This design comes from an exercise in tuning for small area on the open sky130 flow, not from production work. Where RTL was checked, it was by simulation tests only, not by an equivalence proof against the original. Power is estimated from default activity; no workload was simulated.

==> yarrow: inputs <==
Design maquina_estados, start of the top module:
module maquina_estados(
	input clk,
	input rst,
	input arriba,
	input abajo,
	input izquierda,
	input derecha,
	input pausa,
	output hsync,
	output vsync,
	output [2:0] RED,
	output [2:0] GREEN,
	output [1:0] BLUE
	);
export LEC_CHECK = 0
export CAP_MARGIN = 20
export CORE_MARGIN = 2
export CORE_UTILIZATION = 70
export CTS_BUF_LIST = sky130_fd_sc_hd__clkbuf_8
export CTS_CLUSTER_DIAMETER = 50
export CTS_CLUSTER_SIZE = 16
export GPL_ROUTABILITY_DRIVEN = 1
export PLACE_DENSITY = 0.75
export SLEW_MARGIN = 20
create_clock -name core_clock -period 12.0 [get_ports {clk}]
run.sh (not shown) runs the stock make flow with config.mk's settings and CLKGATE_MAP_FILE= SYNTH_SCRIPT=/design/flow/synth_recipe.tcl, a recipe that flattens the netlist after the stock synthesis.
==> tundra (differences from yarrow) <==
--- a/flow/design.v
+++ b/flow/design.v
@@ -17,21 +17,22 @@
 	wire anyb = arriba | abajo | izquierda | derecha | pausa;
 	wire [2:0] code = arriba ? 3'd1 : abajo ? 3'd2 : izquierda ? 3'd3 : derecha ? 3'd4 : 3'd5;
 	always @(posedge clk)
 		if (rst | ~anyb) bp <= 3'd0;
 		else if (bp == 3'd0) bp <= code;
-	reg [10:0] cnt;        
+	reg [10:0] cnt;
 	reg reset_r;           
 	reg mover;
 	reg [1:0] mode;        
 	reg [1:0] dir;         
 	reg [2:0] mem;         
-	wire step = (cnt == 11'd1101) & ~rst & ~reset_r;
+	wire cnt_end = (cnt == 11'h33c);
+	wire step = cnt_end & ~rst & ~reset_r;
 	always @(posedge clk) begin
-		if (rst | reset_r) cnt <= 11'd0;
-		else if (cnt == 11'd1101) cnt <= 11'd1;
-		else cnt <= cnt + 11'd1;
+		if (rst | reset_r) cnt <= 11'h001;
+		else if (cnt_end) cnt <= 11'h002;
+		else cnt <= {cnt[9:0], cnt[10] ^ cnt[8]};
 		mover <= step;
 		if (rst | reset_r) begin
 			mode <= 2'd0;
 			mem <= 3'd0;
 		end else if (step) begin
@@ -107,29 +108,30 @@
 		input [5:0] ky;
 		input [6:0] cx_, cxm1_, cy_, cym1_;
 		input bx_, by_;
 		begin
 			inbox = ((kx == cx_) || (bx_ && kx == cxm1_)) &&
-			        (({1'b0, ky} == cy_) || (by_ && {1'b0, ky} == cym1_));
+			        ((ky == cy_[5:0]) || (by_ && ky == cym1_[5:0]));
 		end
 	endfunction
-	reg [4:0] mX, nY;      
+	reg [6:0] rx;
+	reg [5:0] ry;
+	reg rx2, ry2;
 	reg [6:0] fx;          
 	reg [5:0] fy;
-	reg first;
 	reg comer;
-	wire [6:0] rx = (mX == 5'd0) ? 7'd0 : (mX >= 5'd16) ? 7'd79 : ({mX, 2'b00} + {2'b00, mX} - 7'd1);
-	wire [5:0] ry = (nY == 5'd0) ? 6'd0 : (nY >= 5'd20) ? 6'd59 : ({nY, 1'b0} + {1'b0, nY} - 6'd1);
 	always @(posedge clk) begin
-		first <= rst;
 		if (rst) begin
-			mX <= 5'd0; nY <= 5'd1;
+			rx <= 7'd0; rx2 <= 1'b0;
+			ry <= 6'd2; ry2 <= 1'b0;
 			fx <= 7'd39; fy <= 6'd29;
 		end else begin
-			mX <= (mX == 5'd17) ? 5'd0 : mX + 5'd1;
-			nY <= (nY == 5'd21) ? 5'd0 : nY + 5'd1;
-			if (comer | (reset_r & ~first)) begin
+			rx2 <= (rx == 7'd79) & ~rx2;
+			rx <= rx2 ? 7'd0 : (rx == 7'd79) ? 7'd79 : (rx == 7'd0) ? 7'd4 : rx + 7'd5;
+			ry2 <= (ry == 6'd59) & ~ry2;
+			ry <= ry2 ? 6'd0 : (ry == 6'd59) ? 6'd59 : (ry == 6'd0) ? 6'd2 : ry + 6'd3;
+			if (comer | (reset_r & (cnt != 11'h001))) begin
 				fx <= rx; fy <= ry;
 			end
 		end
 	end
 	reg [6:0] hx;
@@ -140,11 +142,11 @@
 	reg [5:0] nl;          
 	reg [5:0] kc;          
 	reg pdrop, ppush;      
 	reg [3:0] ll;          
 	reg corner;            
-	reg hitb, hitt;        
+	reg hit;               
 	reg [6:0] ax;
 	reg [5:0] ay;
 	reg [159:0] ring;
 	reg a0, a1, d0, d1, dp;   
 	wire domove = mover & (mode == 2'd1);
@@ -154,11 +156,11 @@
 	wire [5:0] nhy = (dir == 2'd1) ? hyp : (dir == 2'd0) ? hym : hy;
 	wire outb = (dir == 2'd0 && hy == 6'd0) || (dir == 2'd1 && hy == 6'd59) ||
 	            (dir == 2'd2 && hx == 7'd0) || (dir == 2'd3 && hx == 7'd79);
 	wire eat = (hx == fx) && (hy == fy);
 	wire rev = tv && (ll[1:0] == 2'd0) && (dir == {ll[3], ~ll[2]});
-	wire coll = hitb | (eat & hitt) | (rev & ((nl != 6'd0) | eat)) | outb;
+	wire coll = hit | (rev & ((nl != 6'd0) | eat)) | outb;
 	wire hz = (hx == 7'd0) && (hy == 6'd0);
 	wire tz = (tx == 7'd0) && (ty == 6'd0);
 	wire [1:0] rel = (dir == ll[3:2]) ? 2'd1 :
 	                 (~ll[3] ? (dir == 2'd2 ? 2'd2 : 2'd3) : (dir == 2'd0 ? 2'd2 : 2'd3));
 	wire [3:0] lr = ring[159:156];
@@ -179,11 +181,11 @@
 	wire resolve = pdrop & k0;
 	assign wr = ppush & (kc == nl);
 	wire [6:0] pnx = (ndir == 2'd3) ? hxp : (ndir == 2'd2) ? hxm : hx;
 	wire [5:0] pny = (ndir == 2'd1) ? hyp : (ndir == 2'd0) ? hym : hy;
 	wire pnhit = valid && (axi == pnx) && (ayi == pny);
-	wire ym = ({1'b0, ey} == vq) || ((vr == 4'd0) && {1'b0, ey} == vqm1);
+	wire ym = (ey == vq[5:0]) || ((vr == 4'd0) && ey == vqm1[5:0]);
 	wire [5:0] tpair = pq[6:1] + 6'd1;
 	wire mp = valid & ym & (ex[6:1] == tpair);
 	wire m0 = mp & ~ex[0];
 	wire m1 = mp & ex[0];
 	wire shift = pix_en & (pr == 4'd9) & pq[0];
@@ -197,11 +199,11 @@
 	wire pa1 = ph & hxa & hx[0];
 	wire hxn = (hx[6:1] == pq[6:1] + 6'd2);
 	wire pn0 = ph & hxn & ~hx[0];
 	wire pn1 = ph & hxn & hx[0];
 	reg q0, q1;            
-	wire hrow = ({1'b0, hy} == cy) || (by && {1'b0, hy} == cym1);
+	wire hrow = (hy == cy[5:0]) || (by && hy == cym1[5:0]);
 	wire hxe = (hx[6:1] == pq[6:1]);
 	wire hxb = (hx == pqm1);
 	wire headb = hrow && ((hxe && hx[0] == pq[0]) || (bx && hxb));
 	wire fruitb = inbox(fx, fy, cx, cxm1, cy, cym1, bx, by);
 	wire tailb = tv & ~pdrop & inbox(tx, ty, cx, cxm1, cy, cym1, bx, by);
@@ -222,11 +224,11 @@
 			hx <= 7'd4; hy <= 6'd4;
 			reset_r <= 1'b1;
 			comer <= 1'b0;
 			tv <= 1'b0; nl <= 6'd0; kc <= 6'd0;
 			pdrop <= 1'b0; ppush <= 1'b0;
-			corner <= 1'b0; hitb <= 1'b0; hitt <= 1'b0;
+			corner <= 1'b0; hit <= 1'b0;
 			a0 <= 1'b0; a1 <= 1'b0; d0 <= 1'b0; d1 <= 1'b0; dp <= 1'b0; q0 <= 1'b0; q1 <= 1'b0;
 		end else begin
 			reset_r <= 1'b0;
 			comer <= domove & eat;
 			kc <= (resolve | kc == 6'd39) ? 6'd0 : kc + 6'd1;
@@ -240,16 +242,16 @@
 			end
 			if (resolve) begin
 				tx <= ex; ty <= ey;
 				nl <= nl - 6'd1;
 				pdrop <= 1'b0;
-				hitb <= 1'b0; hitt <= 1'b0;
-			end else if (pnhit) begin
-				if (k0) hitt <= 1'b1; else hitb <= 1'b1;
+				hit <= 1'b0;
+			end else if (pnhit & (~k0 | eat)) begin
+				hit <= 1'b1;
 			end
-			if (mover) begin
-				hitb <= 1'b0; hitt <= 1'b0;
+			if (mover | comer) begin
+				hit <= 1'b0;
 			end
 			if (wr) begin
 				nl <= nl + 6'd1;
 				ppush <= 1'b0;
 				ll <= {dir, 2'b00};
==> flow/flow/run.sh (new file) <==
#!/bin/bash
# Layout flow: the standard flow (standard.sh) with three changes:
#  - synthesis maps the combinational logic with an area-oriented ABC script
#    (flow/abc_area.script) in place of ORFS's abc_speed.script; registers, synthesis
#    passes, flattening and renaming stay the standard ones (same synth_recipe.tcl);
#  - clock tree synthesis runs without dummy loads (flow/cts_args);
#  - every input and output port still gets its buffer, a buf_1 (flow/port_args).
# Each step's output goes to its own log in this folder (synth.log, layout.log).
set -euo pipefail
here=$(pwd)
rm -rf "$here/scripts_area"
cp -r "$FLOW_HOME/scripts" "$here/scripts_area"
cp "$here/flow/abc_area.script" "$here/scripts_area/abc_speed.script"
cts=$(tr '\n' ' ' < "$here/flow/cts_args")
ports=$(tr '\n' ' ' < "$here/flow/port_args")
sed "s#^make -C #make SCRIPTS_DIR=$here/scripts_area CTS_ARGS='$cts' BUFFER_PORTS_ARGS='$ports' -C #" standard.sh > std_mod.sh
grep -q "SCRIPTS_DIR=$here/scripts_area CTS_ARGS=" std_mod.sh
bash std_mod.sh synth > synth.log 2>&1
bash std_mod.sh > layout.log 2>&1
==> flow/flow/abc_area.script (new file) <==
&get -n
&st
&deepsyn -T 60
&dch -f
&nf -a -R 1000
&put
topo
stime -c
dnsize -c
==> flow/flow/cts_args (new file) <==
-sink_clustering_enable -repair_clock_nets -dont_use_dummy_load -sink_clustering_size 28 -sink_clustering_max_diameter 50 -buf_list sky130_fd_sc_hd__clkbuf_16
==> flow/flow/port_args (new file) <==
-buffer_cell sky130_fd_sc_hd__buf_1
==> flow/standard.sh (new file) <==
#!/bin/bash
# synth_recipe.tcl (not shown) runs the flow's synth.tcl, then flattens the netlist and writes it again
# the make line also repeats each setting of config.mk as NAME=value (left out here)
make -C /OpenROAD-flow-scripts/flow DESIGN_CONFIG=/design/flow/config.mk WORK_HOME=/design/flow/orfs CLKGATE_MAP_FILE= SYNTH_SCRIPT=/design/flow/synth_recipe.tcl "${@:-finish}"
Settings changed: CTS_BUF_LIST sky130_fd_sc_hd__clkbuf_8 to not set, CTS_CLUSTER_DIAMETER 50 to not set, CTS_CLUSTER_SIZE 16 to not set.
removed: flow/run.sh
==> comparison <==
Final cell count: yarrow is higher than tundra (about 18%).
Between yarrow and tundra, the lower die area is in tundra (gap about 16%, measured against tundra).
Of tundra and yarrow, tundra has the higher critical path depth (gap 16).
In yarrow the count of clock-buffer cells in the layout is higher than in tundra, by 3.
Of tundra and yarrow, yarrow has the higher synthesized cell count (gap about 18%, measured against yarrow).
Fmax: tundra is lower than yarrow (10%).
Between tundra and yarrow, the lower clock skew is in yarrow (gap 41 ps).
yarrow finished clean. tundra completed with no timing, DRC or antenna violations.
Of tundra and yarrow, yarrow has the higher via count (gap 14%, measured against yarrow).
In tundra the combinational power is smaller than in yarrow, by 21%.
In tundra the cell area is smaller than in yarrow, by about 12%.
==> figures <==
quantity	yarrow	tundra
VDD IR max	0.000132 V	0.000153 V
Post-route clock skew	36.5 ps	77.7 ps
Overall die area	0.0218 sq mm	0.0188 sq mm
Number of tapcells	270	225
Int Pwr	1.47 mW	1.58 mW
Syn nets	1,647	1,338
Status	no timing/DRC/antenna violations	no timing/DRC/antenna violations
Period utilization	46.0%	51.3%
Startpoint of the most critical setup path	pq[1]$_SDFFE_PP0P_	nl[3]$_SDFF_PP0_
Met1 Routed Length	14,300 microns	12,700 microns
Seq pwr	1.10 mW	1.12 mW
Clock Power	0.617 mW	0.730 mW
Number of clock buffers in the layout	30	27
GRT Resource Usage Total	31.4%	32.1%
Depth of the critical timing path with buffers and inverters included	7	23
Later-pin clock latency in the skew report	590 ps	560 ps
Std cell rows	52	48
Fraction of the mapped netlist area in adder cells	7.00%	5.57%
Die H	148 microns	137 microns
Maximum number of pins on one net before global-route repair	35	29
Fraction of final layout cells sized beyond drive strength 1	6.24%	2.58%
No functional check of the RTL was part of yarrow.


==> job 3226: inputs <==
==> flow/design.v <==
`timescale 1ns / 1ps
module maquina_estados(
	input clk,
	input rst,
	input arriba,
	input abajo,
	input izquierda,
	input derecha,
	input pausa,
	output hsync,
	output vsync,
	output [2:0] RED,
	output [2:0] GREEN,
	output [1:0] BLUE
	);
	reg [2:0] bp;
	wire anyb = arriba | abajo | izquierda | derecha | pausa;
	wire [2:0] code = arriba ? 3'd1 : abajo ? 3'd2 : izquierda ? 3'd3 : derecha ? 3'd4 : 3'd5;
	always @(posedge clk)
		if (rst | ~anyb) bp <= 3'd0;
		else if (bp == 3'd0) bp <= code;
	reg [10:0] cnt;        
	reg reset_r;           
	reg mover;
	reg [1:0] mode;        
	reg [1:0] dir;         
	reg [2:0] mem;         
	wire step = (cnt == 11'd1101) & ~rst & ~reset_r;
	always @(posedge clk) begin
		if (rst | reset_r) cnt <= 11'd0;
		else if (cnt == 11'd1101) cnt <= 11'd1;
		else cnt <= cnt + 11'd1;
		mover <= step;
		if (rst | reset_r) begin
			mode <= 2'd0;
			mem <= 3'd0;
		end else if (step) begin
			mem <= bp;
			mode <= nmode;
			dir <= ndir;
		end
	end
	reg [1:0] nmode, ndir;
	always @(*) begin
		nmode = mode;
		ndir = dir;
		case (mode)
			2'd0: if (mem >= 3'd1 && mem <= 3'd4) begin nmode = 2'd1; ndir = mem[1:0] - 2'd1; end
			2'd1: if (mem == 3'd5) nmode = 2'd2;
			      else if (~dir[1] && (mem == 3'd3 || mem == 3'd4)) ndir = mem[1:0] - 2'd1;
			      else if (dir[1] && (mem == 3'd1 || mem == 3'd2)) ndir = mem[1:0] - 2'd1;
			default: if (mem == 3'd5) nmode = 2'd1;
		endcase
	end
	reg c50;
	wire pix_en = ~c50;
	reg [6:0] pq;               
	reg [3:0] pr;
	reg [6:0] vq;               
	reg [3:0] vr;
	reg vse;
	reg clrd;              
	wire p_last = (pq == 7'd85) && (pr == 4'd5);         
	wire p_1038 = (pq == 7'd85) && (pr == 4'd4);
	wire [6:0] pq_inc = pr == 4'd9 ? pq + 7'd1 : pq;
	wire [3:0] pr_inc = pr == 4'd9 ? 4'd0 : pr + 4'd1;
	wire [6:0] hq = clrd ? 7'd109 : p_last ? 7'd109 : pq_inc;   
	wire [3:0] hr = clrd ? 4'd6 : p_last ? 4'd6 : pr_inc;
	wire [6:0] vbq = clrd ? 7'd123 : vq;                           
	wire [3:0] vbr = clrd ? 4'd7 : vr;
	wire v_last = (vbq == 7'd62) && (vbr == 4'd2);
	wire [6:0] vq_inc = v_last ? 7'd123 : (vbr == 4'd9 ? vbq + 7'd1 : vbq);
	wire [3:0] vr_inc = v_last ? 4'd7 : (vbr == 4'd9 ? 4'd0 : vbr + 4'd1);
	always @(posedge clk) begin
		if (rst) c50 <= 1'b0; else c50 <= ~c50;
		if (rst) begin
			pq <= 7'd85; pr <= 4'd5;
			vq <= 7'd123; vr <= 4'd7;
			vse <= 1'b0; clrd <= 1'b0;
		end else if (pix_en) begin
			pq <= hq; pr <= hr;
			clrd <= reset_r;
			if (reset_r) begin
				vq <= vbq; vr <= vbr;
			end else begin
				vse <= ~clrd & p_1038;
				if (vse) begin vq <= vq_inc; vr <= vr_inc; end
				else begin vq <= vbq; vr <= vbr; end
			end
		end
	end
	assign hsync = ~clrd & ~p_last & ((pq <= 7'd85) || (pq >= 7'd122) || (pq == 7'd121 && pr >= 4'd5));
	assign vsync = ~clrd & ((vq <= 7'd62) || (vq >= 7'd125) || (vq == 7'd124 && vr >= 4'd3));
	wire visx = (pq <= 7'd79) && !(pq == 7'd0 && pr == 4'd0);
	wire visy = (vq <= 7'd59) && !(vq == 7'd0 && vr == 4'd0);
	wire vis = visx & visy;
	wire [6:0] cx = pq;
	wire bx = (pr == 4'd0);
	wire [6:0] cy = vq;
	wire by = (vr == 4'd0);
	wire [6:0] pqm1 = pq - 7'd1;
	wire [6:0] vqm1 = vq - 7'd1;
	wire [6:0] cxm1 = pqm1;
	wire [6:0] cym1 = vqm1;
	function inbox;
		input [6:0] kx;
		input [5:0] ky;
		input [6:0] cx_, cxm1_, cy_, cym1_;
		input bx_, by_;
		begin
			inbox = ((kx == cx_) || (bx_ && kx == cxm1_)) &&
			        (({1'b0, ky} == cy_) || (by_ && {1'b0, ky} == cym1_));
		end
	endfunction
	reg [4:0] mX, nY;      
	reg [4:0] fm, fn;      
	reg first;
	reg comer;
	wire [6:0] fx = (fm == 5'd0) ? 7'd0 : (fm >= 5'd16) ? 7'd79 : ({fm, 2'b00} + {2'b00, fm} - 7'd1);
	wire [5:0] fy = (fn == 5'd0) ? 6'd0 : (fn >= 5'd20) ? 6'd59 : ({fn, 1'b0} + {1'b0, fn} - 6'd1);
	always @(posedge clk) begin
		first <= rst;
		if (rst) begin
			mX <= 5'd0; nY <= 5'd1;
			fm <= 5'd8; fn <= 5'd10;
		end else begin
			mX <= (mX == 5'd17) ? 5'd0 : mX + 5'd1;
			nY <= (nY == 5'd21) ? 5'd0 : nY + 5'd1;
			if (comer | (reset_r & ~first)) begin
				fm <= mX; fn <= nY;
			end
		end
	end
	reg [6:0] hx;
	reg [5:0] hy;
	reg [6:0] tx;          
	reg [5:0] ty;
	reg tv;                
	reg [5:0] nl;          
	reg [5:0] kc;          
	reg pdrop, ppush;      
	reg pv;                
	reg [3:0] ll;          
	reg corner;            
	reg hitb, hitt;        
	reg [6:0] ax;
	reg [5:0] ay;
	reg [159:0] ring;
	reg a0, a1, d0, d1, dp;   
	wire domove = mover & (mode == 2'd1);
	wire [6:0] hxp = hx + 7'd1, hxm = hx - 7'd1;
	wire [5:0] hyp = hy + 6'd1, hym = hy - 6'd1;
	wire [6:0] nhx = (dir == 2'd3) ? hxp : (dir == 2'd2) ? hxm : hx;
	wire [5:0] nhy = (dir == 2'd1) ? hyp : (dir == 2'd0) ? hym : hy;
	wire outb = (dir == 2'd0 && hy == 6'd0) || (dir == 2'd1 && hy == 6'd59) ||
	            (dir == 2'd2 && hx == 7'd0) || (dir == 2'd3 && hx == 7'd79);
	wire eat = (hx == fx) && (hy == fy);
	wire rev = tv && (ll[1:0] == 2'd0) && (dir == {ll[3], ~ll[2]});
	wire coll = hitb | (eat & hitt) | (rev & ((nl != 6'd0) | eat)) | outb;
	wire hz = (hx == 7'd0) && (hy == 6'd0);
	wire tz = (tx == 7'd0) && (ty == 6'd0);
	wire [1:0] rel = (dir == ll[3:2]) ? 2'd1 :
	                 (~ll[3] ? (dir == 2'd2 ? 2'd2 : 2'd3) : (dir == 2'd0 ? 2'd2 : 2'd3));
	wire [3:0] lk = ring[159:156];
	wire k0 = (kc == 6'd0);
	wire valid = (kc < nl);
	wire [6:0] axi = k0 ? tx : ax;
	wire [5:0] ayi = k0 ? ty : ay;
	wire vert = ~lk[3];
	wire two = (lk[1:0] == 2'd1);
	wire [6:0] ddx = vert ? ((lk[1:0] == 2'd2) ? 7'h7f : (lk[1:0] == 2'd3) ? 7'd1 : 7'd0)
	                      : (lk[2] ? (two ? 7'd2 : 7'd1) : (two ? 7'h7e : 7'h7f));
	wire [5:0] ddy = ~vert ? ((lk[1:0] == 2'd2) ? 6'h3f : (lk[1:0] == 2'd3) ? 6'd1 : 6'd0)
	                       : (lk[2] ? (two ? 6'd2 : 6'd1) : (two ? 6'h3e : 6'h3f));
	wire [6:0] ex = axi + ddx;
	wire [5:0] ey = ayi + ddy;
	wire resolve = pdrop & k0;
	wire wr = ppush & ~pdrop & (kc == nl);
	wire [6:0] pnx = (ndir == 2'd3) ? hxp : (ndir == 2'd2) ? hxm : hx;
	wire [5:0] pny = (ndir == 2'd1) ? hyp : (ndir == 2'd0) ? hym : hy;
	wire pnhit = valid && (axi == pnx) && (ayi == pny);
	wire ym = ({1'b0, ey} == vq) || ((vr == 4'd0) && {1'b0, ey} == vqm1);
	wire [5:0] tpair = pq[6:1] + 6'd1;
	wire mp = valid & ym & (ex[6:1] == tpair);
	wire m0 = mp & ~ex[0];
	wire m1 = mp & ex[0];
	wire shift = pix_en & (pr == 4'd9) & pq[0];
	wire [6:0] pbx = (dir == 2'd3) ? hxm : (dir == 2'd2) ? hxp : hx;
	wire [5:0] pby = (dir == 2'd1) ? hym : (dir == 2'd0) ? hyp : hy;
	wire headb = inbox(hx, hy, cx, cxm1, cy, cym1, bx, by);
	wire fruitb = inbox(fx, fy, cx, cxm1, cy, cym1, bx, by);
	wire tailb = tv & ~pdrop & inbox(tx, ty, cx, cxm1, cy, cym1, bx, by);
	wire pushb = pv & inbox(pbx, pby, cx, cxm1, cy, cym1, bx, by);
	wire hcur = pq[0] ? d1 : d0;
	wire hprev = pq[0] ? d0 : dp;
	wire f00 = (fm == 5'd0) && (fn == 5'd0);
	wire headc = vis ? headb : hz;
	wire fruitc = vis ? fruitb : f00;
	wire body = vis ? (hcur | (bx & hprev) | tailb | pushb) : corner;
	wire col_r = ~headc & (fruitc | ~body);
	wire col_b = headc | ~fruitc;
	reg colr, colb, ored, oblue;
	always @(posedge clk) begin
		ax <= ex;
		ay <= ey;
		ring <= {ring[155:0], wr ? ll : lk};
		if (rst) begin
			hx <= 7'd4; hy <= 6'd4;
			reset_r <= 1'b1;
			comer <= 1'b0;
			tv <= 1'b0; nl <= 6'd0; kc <= 6'd0;
			pdrop <= 1'b0; ppush <= 1'b0; pv <= 1'b0;
			corner <= 1'b0; hitb <= 1'b0; hitt <= 1'b0;
			a0 <= 1'b0; a1 <= 1'b0; d0 <= 1'b0; d1 <= 1'b0; dp <= 1'b0;
		end else begin
			reset_r <= 1'b0;
			comer <= domove & eat;
			kc <= (resolve | kc == 6'd39) ? 6'd0 : kc + 6'd1;
			if (step) pv <= 1'b0;
			if (shift) begin
				dp <= d1; d0 <= a0 | m0; d1 <= a1 | m1; a0 <= 1'b0; a1 <= 1'b0;
			end else begin
				a0 <= a0 | m0; a1 <= a1 | m1;
			end
			if (resolve) begin
				tx <= ex; ty <= ey;
				nl <= nl - 6'd1;
				pdrop <= 1'b0;
				hitb <= 1'b0; hitt <= 1'b0;
			end else if (pnhit) begin
				if (k0) hitt <= 1'b1; else hitb <= 1'b1;
			end
			if (mover) begin
				hitb <= 1'b0; hitt <= 1'b0;
			end
			if (wr) begin
				nl <= nl + 6'd1;
				ppush <= 1'b0;
				ll <= {dir, 2'b00};
			end
			if (domove) begin
				if (coll) begin
					hx <= 7'd4; hy <= 6'd4;
					reset_r <= 1'b1;
					tv <= 1'b0; nl <= 6'd0;
					pdrop <= 1'b0; ppush <= 1'b0; pv <= 1'b0;
					corner <= 1'b0;
					a0 <= 1'b0; a1 <= 1'b0; d0 <= 1'b0; d1 <= 1'b0; dp <= 1'b0;
				end else begin
					hx <= nhx; hy <= nhy;
					if (eat) begin
						if (~tv) begin
							tx <= hx; ty <= hy; tv <= 1'b1;
							ll <= {dir, 2'b00}; pv <= 1'b1;
							corner <= corner | hz;
						end else if (nl != 6'd40) begin
							ppush <= 1'b1; pv <= 1'b1;
							corner <= corner | hz;
						end else begin
							ll <= {ll[3:2], rel}; pv <= 1'b0;
						end
					end else begin
						if (~tv) pv <= 1'b0;
						else if (nl == 6'd0) begin
							tx <= hx; ty <= hy;
							ll <= {dir, 2'b00}; pv <= 1'b1;
							corner <= (corner & ~tz) | hz;
						end else begin
							pdrop <= 1'b1; ppush <= 1'b1; pv <= 1'b1;
							corner <= (corner & ~tz) | hz;
						end
					end
				end
			end
		end
		if (pix_en) begin
			colr <= col_r;
			colb <= col_b;
		end
		if (rst) begin
			ored <= 1'b0; oblue <= 1'b0;
		end else if (pix_en) begin
			ored <= vis & colr;
			oblue <= vis & colb;
		end
	end
	assign RED = {3{ored}};
	assign GREEN = {3{ored & oblue}};
	assign BLUE = {2{oblue}};
endmodule
==> flow/run.sh <==
#!/bin/bash
# synth_recipe.tcl (not shown) runs the flow's synth.tcl, then flattens the netlist and writes it again
# the make line also repeats each setting of config.mk as NAME=value (left out here)
make -C /OpenROAD-flow-scripts/flow DESIGN_CONFIG=/design/flow/config.mk WORK_HOME=/design/flow/orfs CLKGATE_MAP_FILE= SYNTH_SCRIPT=/design/flow/synth_recipe.tcl finish
==> flow/config.mk <==
export PLATFORM = sky130hd
export DESIGN_NAME = maquina_estados
export DESIGN_NICKNAME = maquina_estados
export VERILOG_FILES = /design/flow/design.v
export SDC_FILE = /design/flow/constraint.sdc
export NUM_CORES = 8
export LEC_CHECK = 0
export CAP_MARGIN = 20
export CORE_MARGIN = 2
export CORE_UTILIZATION = 25
export GPL_ROUTABILITY_DRIVEN = 1
export PLACE_DENSITY = 0.4
export SLEW_MARGIN = 20
==> flow/constraint.sdc <==
create_clock -name core_clock -period 12.0 [get_ports {clk}]
set_input_delay 2.4000 -clock core_clock [delete_from_list [all_inputs] [get_ports {clk}]]
set_output_delay 2.4000 -clock core_clock [all_outputs]
set_load 0.01 [all_outputs]
==> job 2464 (differences from job 3226) <==
- CORE_UTILIZATION: 25 -> 50
- CTS_BUF_LIST: default -> sky130_fd_sc_hd__clkbuf_2 sky130_fd_sc_hd__clkbuf_4
- CTS_CLUSTER_SIZE: default -> 30
- PLACE_DENSITY: 0.4 -> 0.6
==> job 5986 (differences from job 3226) <==
==> flow/design.v, changed modules only <==
module maquina_estados(
	input clk,
	input rst,
	input arriba,
	input abajo,
	input izquierda,
	input derecha,
	input pausa,
	output hsync,
	output vsync,
	output [2:0] RED,
	output [2:0] GREEN,
	output [1:0] BLUE
	);
	reg [2:0] bp;
	wire anyb = arriba | abajo | izquierda | derecha | pausa;
	wire [2:0] code = arriba ? 3'd1 : abajo ? 3'd2 : izquierda ? 3'd3 : derecha ? 3'd4 : 3'd5;
	always @(posedge clk)
		if (rst | ~anyb) bp <= 3'd0;
		else if (bp == 3'd0) bp <= code;
	reg [10:0] cnt;        
	reg reset_r;           
	reg mover;
	reg [1:0] mode;        
	reg [1:0] dir;         
	reg [2:0] mem;         
	wire step = (cnt == 11'd1101) & ~rst & ~reset_r;
	always @(posedge clk) begin
		if (rst | reset_r) cnt <= 11'd0;
		else if (cnt == 11'd1101) cnt <= 11'd1;
		else cnt <= cnt + 11'd1;
		mover <= step;
		if (rst | reset_r) begin
			mode <= 2'd0;
			mem <= 3'd0;
		end else if (step) begin
			mem <= bp;
			case (mode)
				2'd0: if (mem >= 3'd1 && mem <= 3'd4) begin mode <= 2'd1; dir <= mem[1:0] - 2'd1; end
				2'd1: if (mem == 3'd5) mode <= 2'd2;
				      else if (~dir[1] && (mem == 3'd3 || mem == 3'd4)) dir <= mem[1:0] - 2'd1;
				      else if (dir[1] && (mem == 3'd1 || mem == 3'd2)) dir <= mem[1:0] - 2'd1;
				default: if (mem == 3'd5) mode <= 2'd1;
			endcase
		end
	end
	reg c50;
	wire pix_en = ~c50;
	reg [6:0] pq;               
	reg [3:0] pr;
	reg [6:0] vq;               
	reg [3:0] vr;
	reg vse;
	reg clrd;              
	wire p_last = (pq == 7'd85) && (pr == 4'd5);         
	wire p_1038 = (pq == 7'd85) && (pr == 4'd4);
	wire [6:0] pq_inc = pr == 4'd9 ? pq + 7'd1 : pq;
	wire [3:0] pr_inc = pr == 4'd9 ? 4'd0 : pr + 4'd1;
	wire [6:0] hq = clrd ? 7'd109 : p_last ? 7'd109 : pq_inc;   
	wire [3:0] hr = clrd ? 4'd6 : p_last ? 4'd6 : pr_inc;
	wire [6:0] vbq = clrd ? 7'd123 : vq;                           
	wire [3:0] vbr = clrd ? 4'd7 : vr;
	wire v_last = (vbq == 7'd62) && (vbr == 4'd2);
	wire [6:0] vq_inc = v_last ? 7'd123 : (vbr == 4'd9 ? vbq + 7'd1 : vbq);
	wire [3:0] vr_inc = v_last ? 4'd7 : (vbr == 4'd9 ? 4'd0 : vbr + 4'd1);
	always @(posedge clk) begin
		if (rst) c50 <= 1'b0; else c50 <= ~c50;
		if (rst) begin
			pq <= 7'd85; pr <= 4'd5;
			vq <= 7'd123; vr <= 4'd7;
			vse <= 1'b0; clrd <= 1'b0;
		end else if (pix_en) begin
			pq <= hq; pr <= hr;
			clrd <= reset_r;
			if (reset_r) begin
				vq <= vbq; vr <= vbr;
			end else begin
				vse <= ~clrd & p_1038;
				if (vse) begin vq <= vq_inc; vr <= vr_inc; end
				else begin vq <= vbq; vr <= vbr; end
			end
		end
	end
	assign hsync = ~clrd & ~p_last & ((pq <= 7'd85) || (pq >= 7'd122) || (pq == 7'd121 && pr >= 4'd5));
	assign vsync = ~clrd & ((vq <= 7'd62) || (vq >= 7'd125) || (vq == 7'd124 && vr >= 4'd3));
	wire visx = (pq <= 7'd79) && !(pq == 7'd0 && pr == 4'd0);
	wire visy = (vq <= 7'd59) && !(vq == 7'd0 && vr == 4'd0);
	wire vis = visx & visy;
	wire [6:0] cx = vis ? pq : 7'd0;
	wire bx = vis & (pr == 4'd0);
	wire [6:0] cy = vis ? vq : 7'd0;
	wire by = vis & (vr == 4'd0);
	function inbox;
		input [6:0] kx;
		input [5:0] ky;
		input [6:0] cx_, cy_;
		input bx_, by_;
		begin
			inbox = ((kx == cx_) || (bx_ && (kx + 7'd1) == cx_)) &&
			        (({1'b0, ky} == cy_) || (by_ && ({1'b0, ky} + 7'd1) == cy_));
		end
	endfunction
	reg [4:0] mX, nY;      
	reg [4:0] fm, fn;      
	reg first;
	reg comer;
	wire [6:0] fx = (fm == 5'd0) ? 7'd0 : (fm >= 5'd16) ? 7'd79 : ({fm, 2'b00} + {2'b00, fm} - 7'd1);
	wire [5:0] fy = (fn == 5'd0) ? 6'd0 : (fn >= 5'd20) ? 6'd59 : ({fn, 1'b0} + {1'b0, fn} - 6'd1);
	always @(posedge clk) begin
		first <= rst;
		if (rst) begin
			mX <= 5'd0; nY <= 5'd1;
			fm <= 5'd8; fn <= 5'd10;
		end else begin
			mX <= (mX == 5'd17) ? 5'd0 : mX + 5'd1;
			nY <= (nY == 5'd21) ? 5'd0 : nY + 5'd1;
			if (comer | (reset_r & ~first)) begin
				fm <= mX; fn <= nY;
			end
		end
	end
	reg [6:0] hx;
	reg [5:0] hy;
	reg [6:0] tx;          
	reg [5:0] ty;
	reg tv;                
	reg [5:0] nl;          
	reg [5:0] kc;          
	reg pdrop, ppush;      
	reg pv;                
	reg [3:0] ll;          
	reg corner;            
	reg [3:0] nbf;         
	reg [6:0] ax;
	reg [5:0] ay;
	reg [159:0] ring;
	reg a1, a2, ch, chp;   
	wire domove = mover & (mode == 2'd1);
	wire [6:0] nhx = hx + {6'd0, dir == 2'd3} - {6'd0, dir == 2'd2};
	wire [5:0] nhy = hy + {5'd0, dir == 2'd1} - {5'd0, dir == 2'd0};
	wire outb = (dir == 2'd0 && hy == 6'd0) || (dir == 2'd1 && hy == 6'd59) ||
	            (dir == 2'd2 && hx == 7'd0) || (dir == 2'd3 && hx == 7'd79);
	wire eat = (hx == fx) && (hy == fy);
	wire tailhit = tv && (tx == nhx) && (ty == nhy);
	wire coll = nbf[dir] | (eat & tailhit) | outb;
	wire hz = (hx == 7'd0) && (hy == 6'd0);
	wire tz = (tx == 7'd0) && (ty == 6'd0);
	wire [1:0] rel = (dir == ll[3:2]) ? 2'd1 :
	                 (~ll[3] ? (dir == 2'd2 ? 2'd2 : 2'd3) : (dir == 2'd0 ? 2'd2 : 2'd3));
	wire [3:0] lk = ring[159:156];
	wire k0 = (kc == 6'd0);
	wire valid = (kc < nl);
	wire [6:0] axi = k0 ? tx : ax;
	wire [5:0] ayi = k0 ? ty : ay;
	wire vert = ~lk[3];
	wire two = (lk[1:0] == 2'd1);
	wire [6:0] ddx = vert ? ((lk[1:0] == 2'd2) ? 7'h7f : (lk[1:0] == 2'd3) ? 7'd1 : 7'd0)
	                      : (lk[2] ? (two ? 7'd2 : 7'd1) : (two ? 7'h7e : 7'h7f));
	wire [5:0] ddy = ~vert ? ((lk[1:0] == 2'd2) ? 6'h3f : (lk[1:0] == 2'd3) ? 6'd1 : 6'd0)
	                       : (lk[2] ? (two ? 6'd2 : 6'd1) : (two ? 6'h3e : 6'h3f));
	wire [6:0] ex = axi + ddx;
	wire [5:0] ey = ayi + ddy;
	wire resolve = pdrop & k0;
	wire wr = ppush & ~pdrop & (kc == nl);
	wire [3:0] nbhit;
	assign nbhit[0] = (ex == hx) && (ey == hy - 6'd1);
	assign nbhit[1] = (ex == hx) && (ey == hy + 6'd1);
	assign nbhit[2] = (ey == hy) && (ex == hx - 7'd1);
	assign nbhit[3] = (ey == hy) && (ex == hx + 7'd1);
	wire ym = ({1'b0, ey} == vq) || ((vr == 4'd0) && ({1'b0, ey} + 7'd1) == vq);
	wire m1 = valid & ym & (ex == pq + 7'd1);
	wire m2 = valid & ym & (ex == pq + 7'd2);
	wire shift = pix_en & ((pr == 4'd9) | p_last | clrd);
	wire [6:0] pbx = hx - {6'd0, dir == 2'd3} + {6'd0, dir == 2'd2};
	wire [5:0] pby = hy - {5'd0, dir == 2'd1} + {5'd0, dir == 2'd0};
	wire headb = inbox(hx, hy, cx, cy, bx, by);
	wire fruitb = inbox(fx, fy, cx, cy, bx, by);
	wire tailb = tv & ~pdrop & inbox(tx, ty, cx, cy, bx, by);
	wire pushb = pv & inbox(pbx, pby, cx, cy, bx, by);
	wire bodyw = vis ? (ch | (bx & chp)) : corner;
	wire body = bodyw | tailb | pushb;
	wire col_r = ~headb & (fruitb | ~body);
	wire col_b = headb | ~fruitb;
	reg colr, colb, ored, oblue;
	always @(posedge clk) begin
		ax <= ex;
		ay <= ey;
		ring <= {ring[155:0], wr ? ll : lk};
		if (rst) begin
			hx <= 7'd4; hy <= 6'd4;
			reset_r <= 1'b1;
			comer <= 1'b0;
			tv <= 1'b0; nl <= 6'd0; kc <= 6'd0;
			pdrop <= 1'b0; ppush <= 1'b0; pv <= 1'b0;
			corner <= 1'b0; nbf <= 4'd0;
			a1 <= 1'b0; a2 <= 1'b0; ch <= 1'b0; chp <= 1'b0;
		end else begin
			reset_r <= 1'b0;
			comer <= domove & eat;
			kc <= (resolve | kc == 6'd39) ? 6'd0 : kc + 6'd1;
			if (step) pv <= 1'b0;
			if (shift) begin
				chp <= ch; ch <= a1 | m1; a1 <= a2 | m2; a2 <= 1'b0;
			end else begin
				a1 <= a1 | m1; a2 <= a2 | m2;
			end
			if (resolve) begin
				tx <= ex; ty <= ey;
				nl <= nl - 6'd1;
				pdrop <= 1'b0;
				nbf <= 4'd0;
			end else begin
				if (valid) nbf <= nbf | nbhit;
			end
			if (wr) begin
				nl <= nl + 6'd1;
				ppush <= 1'b0;
				ll <= {dir, 2'b00};
			end
			if (domove) begin
				nbf <= 4'd0;
				if (coll) begin
					hx <= 7'd4; hy <= 6'd4;
					reset_r <= 1'b1;
					tv <= 1'b0; nl <= 6'd0;
					pdrop <= 1'b0; ppush <= 1'b0; pv <= 1'b0;
					corner <= 1'b0;
					a1 <= 1'b0; a2 <= 1'b0; ch <= 1'b0; chp <= 1'b0;
				end else begin
					hx <= nhx; hy <= nhy;
					if (eat) begin
						if (~tv) begin
							tx <= hx; ty <= hy; tv <= 1'b1;
							ll <= {dir, 2'b00}; pv <= 1'b1;
							corner <= corner | hz;
						end else if (nl != 6'd40) begin
							ppush <= 1'b1; pv <= 1'b1;
							corner <= corner | hz;
						end else begin
							ll <= {ll[3:2], rel}; pv <= 1'b0;
						end
					end else begin
						if (~tv) pv <= 1'b0;
						else if (nl == 6'd0) begin
							tx <= hx; ty <= hy;
							ll <= {dir, 2'b00}; pv <= 1'b1;
							corner <= (corner & ~tz) | hz;
						end else begin
							pdrop <= 1'b1; ppush <= 1'b1; pv <= 1'b1;
							corner <= (corner & ~tz) | hz;
						end
					end
				end
			end
		end
		if (pix_en) begin
			colr <= col_r;
			colb <= col_b;
		end
		if (rst) begin
			ored <= 1'b0; oblue <= 1'b0;
		end else if (pix_en) begin
			ored <= vis & colr;
			oblue <= vis & colb;
		end
	end
	assign RED = {3{ored}};
	assign GREEN = {3{ored & oblue}};
	assign BLUE = {2{oblue}};
endmodule
==> results.txt <==
status - complete, no violations
Placed Cells - 2706
Slew HR - 0.260
Placer Congestion - 0.892
post-layout util - 0.285
post-synthesis mux area share - 0.0334
post-route cell area - 19100 um^2
internal reg-to-reg setup slack - 6960 ps
GR Util All Layers - 0.141
The numbers above come from job 5986.

==> results.txt <==
status - complete, no violations
CTS max path bufs - 3
Placer Congestion - 0.858
internal reg-to-reg setup slack - 7330 ps
CTS tree - done
Placed Cells - 2460
asr flop ratio synth - 0
post-layout util - 0.288
post-route cell area - 17600 um^2
Slew HR - 0.383
post-synthesis mux area share - 0.0406
GR Util All Layers - 0.142
The numbers above come from job 3226.

==> results.txt <==
post-layout util - 0.551
Placed Cells - 2060
Placer Congestion - 0.904
Power Density - 135 nW/um^2
post-synthesis mux area share - 0.0406
die area - 32200 um^2
post-route cell area - 16800 um^2
post-cts gate resize count - 0
internal reg-to-reg setup slack - 7460 ps
Slew HR - 0.276
status - complete, no violations
Top Consumer - registers
Synth Cell Area - 15400 um^2
Seq area share - 0.371
The numbers above come from job 2464.

## port drivers added, routing unchanged
No port has a modelled driver above. Below, the same layouts with a new extraction and two added sets of constraints. Step 1: set_driving_cell puts a clkbuf_16 on clk and a buf_2 on each other input, an assumption about the parent block. Step 2, shift: input delay + t, output delay - t, t = (earliest + latest rising clock arrival at the registers) / 2. This alone moves slack from input paths to output paths. Three values: no drivers, after step 1, after step 2; two values: the first two.
run	shift t [ns]	slack for setup (ns)	hold WS [ns]	worst setup path after step 2
yarrow	0.619	6.485 / 6.441 / 7.012	0.327 / 0.327 / 0.327	register to register
tundra	0.566	5.842 / 5.842 / 5.842	0.296 / 0.296 / 0.296	register to register
job 3226	0.616	6.367 / 6.307 / 6.923	0.316 / 0.316 / 0.316	register to output
job 2464	0.794	6.278 / 6.230 / 7.024	0.257 / 0.257 / 0.257	register to output
job 5986	0.617	5.817 / 5.762 / 6.379	0.314 / 0.314 / 0.314	register to output
After both steps every run listed still meets setup and hold.
